This design comes from an exercise in tuning for small area, a short achievable clock period and few clock cycles per item on the open sky130 flow, not from production work.
RTL that was checked went through simulation tests only; none was proved equivalent to the original.
Power and IR drop assume default switching activity.

==> cedar: inputs <==
// ysyx_mulunit
module ysyx_mulunit (
    input          clk,
    input          rst_n,
    input          mul_valid,
    input  [63:0]  alu_src1,
    input  [63:0]  alu_src2,
    input  [3:0]   mul_expand_signed,
    output [129:0] mul_res,
    output         sh_fnsh_flag
);
mul u_mul (
    .clk(clk),
    .rst_n(rst_n),
    .mul_valid(mul_valid),
    .alu_src1(alu_src1),
    .alu_src2(alu_src2),
    .mul_expand_signed(mul_expand_signed),
    .mul_res(mul_res),
    .sh_fnsh_flag(sh_fnsh_flag)
);
endmodule
export LEC_CHECK = 0
export CAP_MARGIN = 20
export CORE_MARGIN = 2
export CORE_UTILIZATION = 50
export SETUP_SLACK_MARGIN = 4.5
export SLEW_MARGIN = 20
create_clock -name core_clock -period 8.0 [get_ports {clk}]
run.sh (not shown) runs the stock make flow with config.mk's settings and CLKGATE_MAP_FILE= SYNTH_SCRIPT=/design/flow/synth_recipe.tcl, a recipe that flattens the netlist after the stock synthesis.
==> tundra: changes against cedar <==
--- a/flow/design.v
+++ b/flow/design.v
@@ -14,53 +14,58 @@
 wire [3:0] md = mul_expand_signed;
 wire e0 = (md == 4'd0);
 wire e1 = (md == 4'd1);
 wire e2 = (md == 4'd2);
 wire e3 = (md == 4'd3);
-wire [3:0] mq = {e0, e0, e0 | e1 | e2, e0 | e1 | e2 | e3};    
-wire [NC-1:0] ua, ub, oa, ob, ta, tb;
+wire [63:0] mask = {{32{e0}}, {16{e0 | e1 | e2}}, {16{e0 | e1 | e2 | e3}}};
+wire [63:0] am = alu_src1 & mask;
+wire [63:0] bm = alu_src2 & mask;
+wire [NC-1:0] oa, ob, ta, tb;
 genvar g;
 generate for (g = 0; g < NC; g = g + 1) begin : occ
-    assign ua[g] = |alu_src1[g*K +: K];
-    assign ub[g] = |alu_src2[g*K +: K];
-    assign oa[g] = ua[g] & mq[g*K/16];
-    assign ob[g] = ub[g] & mq[g*K/16];
+    assign oa[g] = |am[g*K +: K];
+    assign ob[g] = |bm[g*K +: K];
     assign ta[g] = |oa[NC-1:g];
     assign tb[g] = |ob[NC-1:g];
 end endgenerate
-wire [NC-1:0] ha = ta & ~(ta >> 1);     
+wire [NC-1:0] ha = ta & ~(ta >> 1);
 wire [NC-1:0] hb = tb & ~(tb >> 1);
-wire swap = ua < ub;
+wire swap = |(tb & ~ta);                
+wire [NC-1:0] tn = ta & tb;
+wire [NC-1:0] sel_n = swap ? ha : hb;   
 reg [K-1:0] qa, qb;
 integer i;
 always @(*) begin
     qa = {K{1'b0}};
     qb = {K{1'b0}};
     for (i = 0; i < NC; i = i + 1) begin
-        qa = qa | (alu_src1[i*K +: K] & {K{ha[i]}});
-        qb = qb | (alu_src2[i*K +: K] & {K{hb[i]}});
+        qa = qa | (am[i*K +: K] & {K{ha[i]}});
+        qb = qb | (bm[i*K +: K] & {K{hb[i]}});
     end
 end
 reg              busy;      
 reg              res;       
 reg  [NC-1:0]    cnt;       
-reg              swp;
+reg  [NC-1:0]    sel;       
 reg  [127:0]     P;         
 reg  [W-1:0]     C;         
-reg  [63:0]      X, Y;
+reg  [63:0]      M;
 reg  [K-1:0]     q;
 reg              f0, f1, f3;
 wire start = mul_valid & ~busy & ~res & ~sh_fnsh_flag;
-wire [63:0] M = swp ? Y : X;
-wire [63:0] m = swp ? X : Y;
-reg  [K-1:0] qn;            
+reg [127:0] Pm;             
+reg [K-1:0] qn;             
 always @(*) begin
+    Pm = P;
     qn = {K{1'b0}};
-    for (i = 0; i + 1 < NC; i = i + 1)
-        qn = qn | (m[i*K +: K] & {K{cnt[i+1]}});
+    for (i = 0; i < NC; i = i + 1) begin
+        if (sel[i]) Pm[64 + i*K +: K] = {K{1'b0}};
+        if (i + 1 < NC)
+            qn = qn | (P[64 + i*K +: K] & {K{sel[i+1]}});
+    end
 end
-wire [W-K-1:0] A = P[W-K-1:0];
+wire [W-K-1:0] A = Pm[W-K-1:0];
 wire [W-K-1:0] B = C[W-K-1:0];
 wire [63:0] pp0 = M & {64{q[0]}};
 wire [63:0] pp1 = M & {64{q[1]}};
 wire [63:0] pp2 = M & {64{q[2]}};
 wire [63:0] pp3 = M & {64{q[3]}};
@@ -577,12 +582,12 @@
 wire t511 = A[67] ^ B[67];
 wire t512 = A[67] & B[67];
 wire [W-1:0] ns = {t511, t509, t507, t505, t503, t501, t499, t497, t495, t493, t491, t489, t487, t485, t483, t481, t479, t477, t475, t473, t471, t469, t467, t465, t463, t461, t459, t457, t455, t453, t451, t449, t447, t445, t443, t441, t439, t437, t435, t433, t431, t429, t427, t425, t423, t421, t419, t417, t415, t413, t411, t409, t407, t405, t403, t401, t399, t397, t395, t393, t391, t389, t387, t385, t383, t381, t379, t377, t375, pp2[0], pp0[1], pp0[0]};
 wire [W-1:0] nc = {t510, t508, t506, t504, t502, t500, t498, t496, t494, t492, t490, t488, t486, t484, t482, t480, t478, t476, t474, t472, t470, t468, t466, t464, t462, t460, t458, t456, t454, t452, t450, t448, t446, t444, t442, t440, t438, t436, t434, t432, t430, t428, t426, t424, t422, t420, t418, t416, t414, t412, t410, t408, t406, t404, t402, t400, t398, t396, t394, t392, t390, t388, t386, t384, t382, t380, t378, t376, t374, t373, pp1[0], 1'b0};
 wire ncout = t512;
-wire [K:0] lowu = P[W-1:W-K] + C[W-1:W-K] + ncout;
-wire [127-W-K:0] uhi = P[127-K:W];
+wire [K:0] lowu = Pm[W-1:W-K] + C[W-1:W-K] + ncout;
+wire [127-W-K:0] uhi = Pm[127-K:W];
 wire [127-W-K:0] all1s;
 assign all1s[0] = 1'b1;
 generate for (g = 1; g <= 127 - W - K; g = g + 1) begin : pa
     assign all1s[g] = all1s[g-1] & uhi[g-1];
 end endgenerate
@@ -601,13 +606,13 @@
         res          <= 1'b0;
         sh_fnsh_flag <= 1'b0;
         cnt          <= {NC{1'b0}};
     end else begin
         if (start) begin
-            busy         <= |ta & |tb;
-            sh_fnsh_flag <= ~(|ta & |tb);
-            cnt          <= swap ? ha : hb;
+            busy         <= |tn;
+            sh_fnsh_flag <= ~|tn;
+            cnt          <= sel_n;
         end else if (busy) begin
             busy         <= ~cnt[0];
             res          <= cnt[0];
             cnt          <= cnt >> 1;
         end else if (res) begin
@@ -617,32 +622,31 @@
             sh_fnsh_flag <= 1'b0;
         end
     end
 end
 always @(posedge clk) begin
-    X   <= alu_src1;
-    Y   <= alu_src2;
+    M   <= swap ? bm : am;
+    sel <= sel_n;
     f0  <= e0;
     f1  <= e1;
     f3  <= e3;
     if (start) begin
-        swp <= swap;
-        q   <= swap ? qa : qb;
-        P   <= 128'd0;
-        C   <= {W{1'b0}};
+        P <= {swap ? am : bm, 64'd0};
+        C <= {W{1'b0}};
+        q <= swap ? qa : qb;
     end else if (res) begin
-        P   <= {ures, rsum[W-1:0]};
+        P <= {ures, rsum[W-1:0]};
     end else begin
-        q   <= qn;
-        P   <= {ustep, ns};
-        C   <= nc;
+        P <= {ustep, ns};
+        C <= nc;
+        q <= qn;
     end
 end
 assign mul_res[15:0]    = P[15:0];
 assign mul_res[31:16]   = f3 ? {16{P[15]}} : P[31:16];
 assign mul_res[63:32]   = f0 ? P[63:32] : {32{(P[31] & f1) | (P[15] & f3)}};
-assign mul_res[127:64]  = P[127:64] & {64{f0}};
+assign mul_res[127:64]  = P[127:64];
 assign mul_res[129:128] = 2'b00;
 endmodule
 module ysyx_mulunit (
     input          clk,
     input          rst_n,
- SETUP_SLACK_MARGIN: 4.5 -> 5
==> maple: changes against cedar <==
--- a/flow/design.v
+++ b/flow/design.v
@@ -15,50 +15,52 @@
 wire e0 = (md == 4'd0);
 wire e1 = (md == 4'd1);
 wire e2 = (md == 4'd2);
 wire e3 = (md == 4'd3);
 wire [3:0] mq = {e0, e0, e0 | e1 | e2, e0 | e1 | e2 | e3};    
-wire [NC-1:0] ua, ub, oa, ob, ta, tb;
+wire [63:0] am = alu_src1 & {{16{mq[3]}}, {16{mq[2]}}, {16{mq[1]}}, {16{mq[0]}}};
+wire [63:0] bm = alu_src2 & {{16{mq[3]}}, {16{mq[2]}}, {16{mq[1]}}, {16{mq[0]}}};
+wire [NC-1:0] oa, ob, ta, tb;
 genvar g;
 generate for (g = 0; g < NC; g = g + 1) begin : occ
-    assign ua[g] = |alu_src1[g*K +: K];
-    assign ub[g] = |alu_src2[g*K +: K];
-    assign oa[g] = ua[g] & mq[g*K/16];
-    assign ob[g] = ub[g] & mq[g*K/16];
+    assign oa[g] = (|alu_src1[g*K +: K]) & mq[g*K/16];
+    assign ob[g] = (|alu_src2[g*K +: K]) & mq[g*K/16];
     assign ta[g] = |oa[NC-1:g];
     assign tb[g] = |ob[NC-1:g];
 end endgenerate
-wire [NC-1:0] ha = ta & ~(ta >> 1);     
-wire [NC-1:0] hb = tb & ~(tb >> 1);
-wire swap = ua < ub;
+wire swap = |(tb & ~ta);                
+wire [NC-1:0] tn = ta & tb;             
 reg [K-1:0] qa, qb;
 integer i;
 always @(*) begin
     qa = {K{1'b0}};
     qb = {K{1'b0}};
     for (i = 0; i < NC; i = i + 1) begin
-        qa = qa | (alu_src1[i*K +: K] & {K{ha[i]}});
-        qb = qb | (alu_src2[i*K +: K] & {K{hb[i]}});
+        qa = qa | (alu_src1[i*K +: K] & {K{ta[i] & ~(i + 1 < NC ? ta[(i+1) % NC] : 1'b0)}});
+        qb = qb | (alu_src2[i*K +: K] & {K{tb[i] & ~(i + 1 < NC ? tb[(i+1) % NC] : 1'b0)}});
     end
 end
 reg              busy;      
 reg              res;       
 reg  [NC-1:0]    cnt;       
 reg              swp;
 reg  [127:0]     P;         
 reg  [W-1:0]     C;         
-reg  [63:0]      X, Y;
+reg  [63:0]      M;
 reg  [K-1:0]     q;
 reg              f0, f1, f3;
-wire start = mul_valid & ~busy & ~res & ~sh_fnsh_flag;
-wire [63:0] M = swp ? Y : X;
-wire [63:0] m = swp ? X : Y;
-reg  [K-1:0] qn;            
+wire idle = ~busy & ~res & ~sh_fnsh_flag;
+wire last = ~cnt[1];
+wire [NC-1:0] nxt = (cnt >> 1) & ~(cnt >> 2);
+reg  [K-1:0] qna, qnb;
 always @(*) begin
-    qn = {K{1'b0}};
-    for (i = 0; i + 1 < NC; i = i + 1)
-        qn = qn | (m[i*K +: K] & {K{cnt[i+1]}});
+    qna = {K{1'b0}};
+    qnb = {K{1'b0}};
+    for (i = 0; i < NC; i = i + 1) begin
+        qna = qna | (alu_src1[i*K +: K] & {K{nxt[i]}});
+        qnb = qnb | (alu_src2[i*K +: K] & {K{nxt[i]}});
+    end
 end
 wire [W-K-1:0] A = P[W-K-1:0];
 wire [W-K-1:0] B = C[W-K-1:0];
 wire [63:0] pp0 = M & {64{q[0]}};
 wire [63:0] pp1 = M & {64{q[1]}};
@@ -578,72 +580,55 @@
 wire t512 = A[67] & B[67];
 wire [W-1:0] ns = {t511, t509, t507, t505, t503, t501, t499, t497, t495, t493, t491, t489, t487, t485, t483, t481, t479, t477, t475, t473, t471, t469, t467, t465, t463, t461, t459, t457, t455, t453, t451, t449, t447, t445, t443, t441, t439, t437, t435, t433, t431, t429, t427, t425, t423, t421, t419, t417, t415, t413, t411, t409, t407, t405, t403, t401, t399, t397, t395, t393, t391, t389, t387, t385, t383, t381, t379, t377, t375, pp2[0], pp0[1], pp0[0]};
 wire [W-1:0] nc = {t510, t508, t506, t504, t502, t500, t498, t496, t494, t492, t490, t488, t486, t484, t482, t480, t478, t476, t474, t472, t470, t468, t466, t464, t462, t460, t458, t456, t454, t452, t450, t448, t446, t444, t442, t440, t438, t436, t434, t432, t430, t428, t426, t424, t422, t420, t418, t416, t414, t412, t410, t408, t406, t404, t402, t400, t398, t396, t394, t392, t390, t388, t386, t384, t382, t380, t378, t376, t374, t373, pp1[0], 1'b0};
 wire ncout = t512;
 wire [K:0] lowu = P[W-1:W-K] + C[W-1:W-K] + ncout;
-wire [127-W-K:0] uhi = P[127-K:W];
-wire [127-W-K:0] all1s;
-assign all1s[0] = 1'b1;
-generate for (g = 1; g <= 127 - W - K; g = g + 1) begin : pa
-    assign all1s[g] = all1s[g-1] & uhi[g-1];
+wire [127-W:0] ub = P[127:W];
+wire [127-W:0] all1;
+assign all1[0] = 1'b1;
+generate for (g = 1; g <= 127 - W; g = g + 1) begin : pa
+    assign all1[g] = all1[g-1] & ub[g-1];
 end endgenerate
-wire [127-W:0] ustep = {uhi ^ (all1s & {(128-W-K){lowu[K]}}), lowu[K-1:0]};
+wire [127-W:0] ustep = {ub[127-W-K:0] ^ (all1[127-W-K:0] & {(128-W-K){lowu[K]}}),
+                        lowu[K-1:0]};
 wire [W:0] rsum = P[W-1:0] + C;
-wire [127-W:0] ur = P[127:W];
-wire [127-W:0] all1r;
-assign all1r[0] = 1'b1;
-generate for (g = 1; g <= 127 - W; g = g + 1) begin : pr
-    assign all1r[g] = all1r[g-1] & ur[g-1];
-end endgenerate
-wire [127-W:0] ures = ur ^ (all1r & {(128-W){rsum[W]}});
+wire [127-W:0] ures = ub ^ (all1 & {(128-W){rsum[W]}});
+wire sx = (f1 & rsum[31]) | (f3 & rsum[15]);
+wire [127:0] rres = {ures, rsum[W-1:64],
+                     f0 ? rsum[63:32] : {32{sx}},
+                     f3 ? {16{rsum[15]}} : rsum[31:16],
+                     rsum[15:0]};
 always @(posedge clk or negedge rst_n) begin
     if (!rst_n) begin
         busy         <= 1'b0;
         res          <= 1'b0;
         sh_fnsh_flag <= 1'b0;
-        cnt          <= {NC{1'b0}};
     end else begin
-        if (start) begin
-            busy         <= |ta & |tb;
-            sh_fnsh_flag <= ~(|ta & |tb);
-            cnt          <= swap ? ha : hb;
-        end else if (busy) begin
-            busy         <= ~cnt[0];
-            res          <= cnt[0];
-            cnt          <= cnt >> 1;
-        end else if (res) begin
-            res          <= 1'b0;
-            sh_fnsh_flag <= 1'b1;
-        end else begin
-            sh_fnsh_flag <= 1'b0;
-        end
+        busy         <= busy ? ~last : (idle & mul_valid & tn[0]);
+        res          <= busy & last;
+        sh_fnsh_flag <= res | (idle & mul_valid & ~tn[0]);
     end
 end
 always @(posedge clk) begin
-    X   <= alu_src1;
-    Y   <= alu_src2;
+    M   <= swap ? bm : am;
+    swp <= swap;
     f0  <= e0;
     f1  <= e1;
     f3  <= e3;
-    if (start) begin
-        swp <= swap;
-        q   <= swap ? qa : qb;
-        P   <= 128'd0;
-        C   <= {W{1'b0}};
-    end else if (res) begin
-        P   <= {ures, rsum[W-1:0]};
-    end else begin
-        q   <= qn;
+    if (busy) begin
+        cnt <= cnt >> 1;
+        q   <= swp ? qna : qnb;
         P   <= {ustep, ns};
         C   <= nc;
+    end else begin
+        cnt <= tn;
+        q   <= swap ? qa : qb;
+        P   <= res ? rres : 128'd0;
+        C   <= {W{1'b0}};
     end
 end
-assign mul_res[15:0]    = P[15:0];
-assign mul_res[31:16]   = f3 ? {16{P[15]}} : P[31:16];
-assign mul_res[63:32]   = f0 ? P[63:32] : {32{(P[31] & f1) | (P[15] & f3)}};
-assign mul_res[127:64]  = P[127:64] & {64{f0}};
-assign mul_res[129:128] = 2'b00;
+assign mul_res = {2'b00, P};
 endmodule
 module ysyx_mulunit (
     input          clk,
     input          rst_n,
     input          mul_valid,
- SETUP_SLACK_MARGIN: 4.5 -> 5
==> summary.txt <==
tundra completed without violations. cedar produced a clean layout. maple finished clean. The lowest non-clock buffer count belongs to cedar, the highest to tundra. Synthesized area, lowest first: maple, cedar, tundra. The highest critical path depth belongs to maple, the lowest to cedar. Of tundra and cedar, tundra has the higher clock skew (gap 0.012 ns). The lowest worst hold slack belongs to maple, the highest to tundra. Of cedar and maple, maple has the higher global-route usage (gap 4.0 points). Routed wire length: tundra > maple > cedar. Power, lowest first: maple, tundra, cedar. Combinational power: cedar > tundra > maple.
No functional check of the RTL was part of any run of this note.


==> build 67: inputs <==
Another version of the RTL of ysyx_mulunit (not shown whole).
==> flow/config.mk <==
export PLATFORM = sky130hd
export DESIGN_NAME = ysyx_mulunit
export DESIGN_NICKNAME = ysyx_mulunit
export VERILOG_FILES = /design/flow/design.v
export SDC_FILE = /design/flow/constraint.sdc
export NUM_CORES = 8
export LEC_CHECK = 0
export CAP_MARGIN = 20
export CORE_MARGIN = 2
export CORE_UTILIZATION = 50
export SETUP_SLACK_MARGIN = 4.0
export SLEW_MARGIN = 20
==> flow/constraint.sdc <==
create_clock -name core_clock -period 8.0 [get_ports {clk}]
set_input_delay 1.6000 -clock core_clock [delete_from_list [all_inputs] [get_ports {clk}]]
set_output_delay 1.6000 -clock core_clock [all_outputs]
set_load 0.01 [all_outputs]
==> trial 81: changes against build 67 <==
--- a/flow/design.v
+++ b/flow/design.v
@@ -652,35 +652,28 @@
 wire t546 = (1'b1 & t397) | (1'b1 & t396) | (t397 & t396);
 wire t547 = 1'b1 ^ t399 ^ t398;
 wire t548 = (1'b1 & t399) | (1'b1 & t398) | (t399 & t398);
 wire [W-1:0] ns = {t547, t545, t543, t541, t539, t537, t535, t533, t531, t529, t527, t525, t523, t521, t519, t517, t515, t513, t511, t509, t507, t505, t503, t501, t499, t497, t495, t493, t491, t489, t487, t485, t483, t481, t479, t477, t475, t473, t471, t469, t467, t465, t463, t461, t459, t457, t455, t453, t451, t449, t447, t445, t443, t441, t439, t437, t435, t433, t431, t429, t427, t425, t423, t421, t419, t417, t415, t413, t411, t409, t407, t405, t403, neg1, r0[1], r0[0]};
 wire [W-1:0] nc = {t546, t544, t542, t540, t538, t536, t534, t532, t530, t528, t526, t524, t522, t520, t518, t516, t514, t512, t510, t508, t506, t504, t502, t500, t498, t496, t494, t492, t490, t488, t486, t484, t482, t480, t478, t476, t474, t472, t470, t468, t466, t464, t462, t460, t458, t456, t454, t452, t450, t448, t446, t444, t442, t440, t438, t436, t434, t432, t430, t428, t426, t424, t422, t420, t418, t416, t414, t412, t410, t408, t406, t404, t402, t401, 1'b0, neg0};
 wire [1:0] ncout = {t400, t548};
-wire [K:0]   e    = P[W-1:W-K] + C[W-1:W-K];
-wire [K:0]   em1  = e - 1'b1;
-wire [K:0]   ep1  = e + 1'b1;
-wire [1:0]   nco  = {ncout[1] & ncout[0], ncout[1] ^ ncout[0]};    
-wire [K-1:0] dlow = nco[1] ? ep1[K-1:0] : nco[0] ? e[K-1:0] : em1[K-1:0];
-wire e0z  = (e == 0);
-wire e2k  = (e == (1 << K));
-wire e2km = (e == (1 << K) - 1);
-wire egt  = (e > (1 << K));
-wire udec = e0z & ~nco[0] & ~nco[1];
-wire uinc = egt | (e2k & (nco[0] | nco[1])) | (e2km & nco[1]);
+wire [K+1:0] lowu = P[W-1:W-K] + C[W-1:W-K] + ncout[0] + ncout[1];
+wire [K+1:0] du   = lowu - 1'b1;
+wire uinc = ~du[K+1] & du[K];           
+wire udec = du[K+1];
 wire [127-W:0] ub = P[127:W];
 wire [127-W:0] all1, all0;
 assign all1[0] = 1'b1;
 assign all0[0] = 1'b1;
 genvar g;
 generate for (g = 1; g <= 127 - W; g = g + 1) begin : pa
     assign all1[g] = all1[g-1] & ub[g-1];
     assign all0[g] = all0[g-1] & ~ub[g-1];
 end endgenerate
 wire [127-W:0] ustep = {ub[127-W-K:0] ^ ((all1[127-W-K:0] & {(128-W-K){uinc}}) |
                                          (all0[127-W-K:0] & {(128-W-K){udec}})),
-                        dlow};
+                        du[K-1:0]};
 wire [W:0] rsum;
 wire ra_g0_0 = P[0] & C[0];
 wire ra_p0_0 = P[0] ^ C[0];
 wire ra_g0_1 = P[1] & C[1];
 wire ra_p0_1 = P[1] ^ C[1];
 wire ra_g0_2 = P[2] & C[2];
Settings changed: SETUP_SLACK_MARGIN 4.0 to 4.5.
==> comparison <==
Sequential power: build 67 is smaller than trial 81 (11%). Between build 67 and trial 81, the lower critical path depth is in build 67 (gap 11). Fmax: trial 81 is smaller than build 67 (about 3.4%). Register-to-register slack: build 67 is better than trial 81 (0.31 ns). In trial 81 the global-route usage is higher than in build 67, by 3.5 points. Via count: build 67 is smaller than trial 81 (about 6%). Between trial 81 and build 67, the lower total power is in build 67 (gap 36%, measured against build 67).
Testbench counts of build 67, summed over its fixed seeds: cycles 30,552, muls 4,800.
Function not checked in trial 81: the RTL went through the layout flow alone.

## re-timing with driven ports
How much do the figures lean on ideal ports? The routed layouts below were timed once more, with nothing changed but the port constraints. Step 1: set_driving_cell puts a clkbuf_16 on clk and a buf_2 on each other input, an assumption about the parent block. Step 2 adds t to the input delays and takes it off the output delays; t is the mean of the earliest and latest rising clock arrival at the registers after step 1. Input paths then give back, and output paths get back, about the clock's delay inside the block. a / b / c = ideal / step 1 / step 2; a / b = the first two.
| run | t, ns | slack for setup (ns) | latest minus earliest clock arrival (ns) |
|---|---|---|---|
| cedar | 0.647 | 4.236 / 4.271 / 3.625 | 0.031 / 0.031 |
| tundra | 0.645 | 3.407 / 3.441 / 2.796 | 0.041 / 0.041 |
| maple | 0.628 | 4.225 / 4.242 / 3.614 | 0.026 / 0.026 |
| build 67 | 0.634 | 3.905 / 3.908 / 3.274 | 0.020 / 0.020 |
| trial 81 | 0.642 | 3.762 / 3.762 / 3.395 | 0.031 / 0.030 |
After both steps setup and hold are still met in every run listed. The setup slack of build 67, which loses most, moves by +0.003 ns with the drivers and by -0.631 ns with both steps.
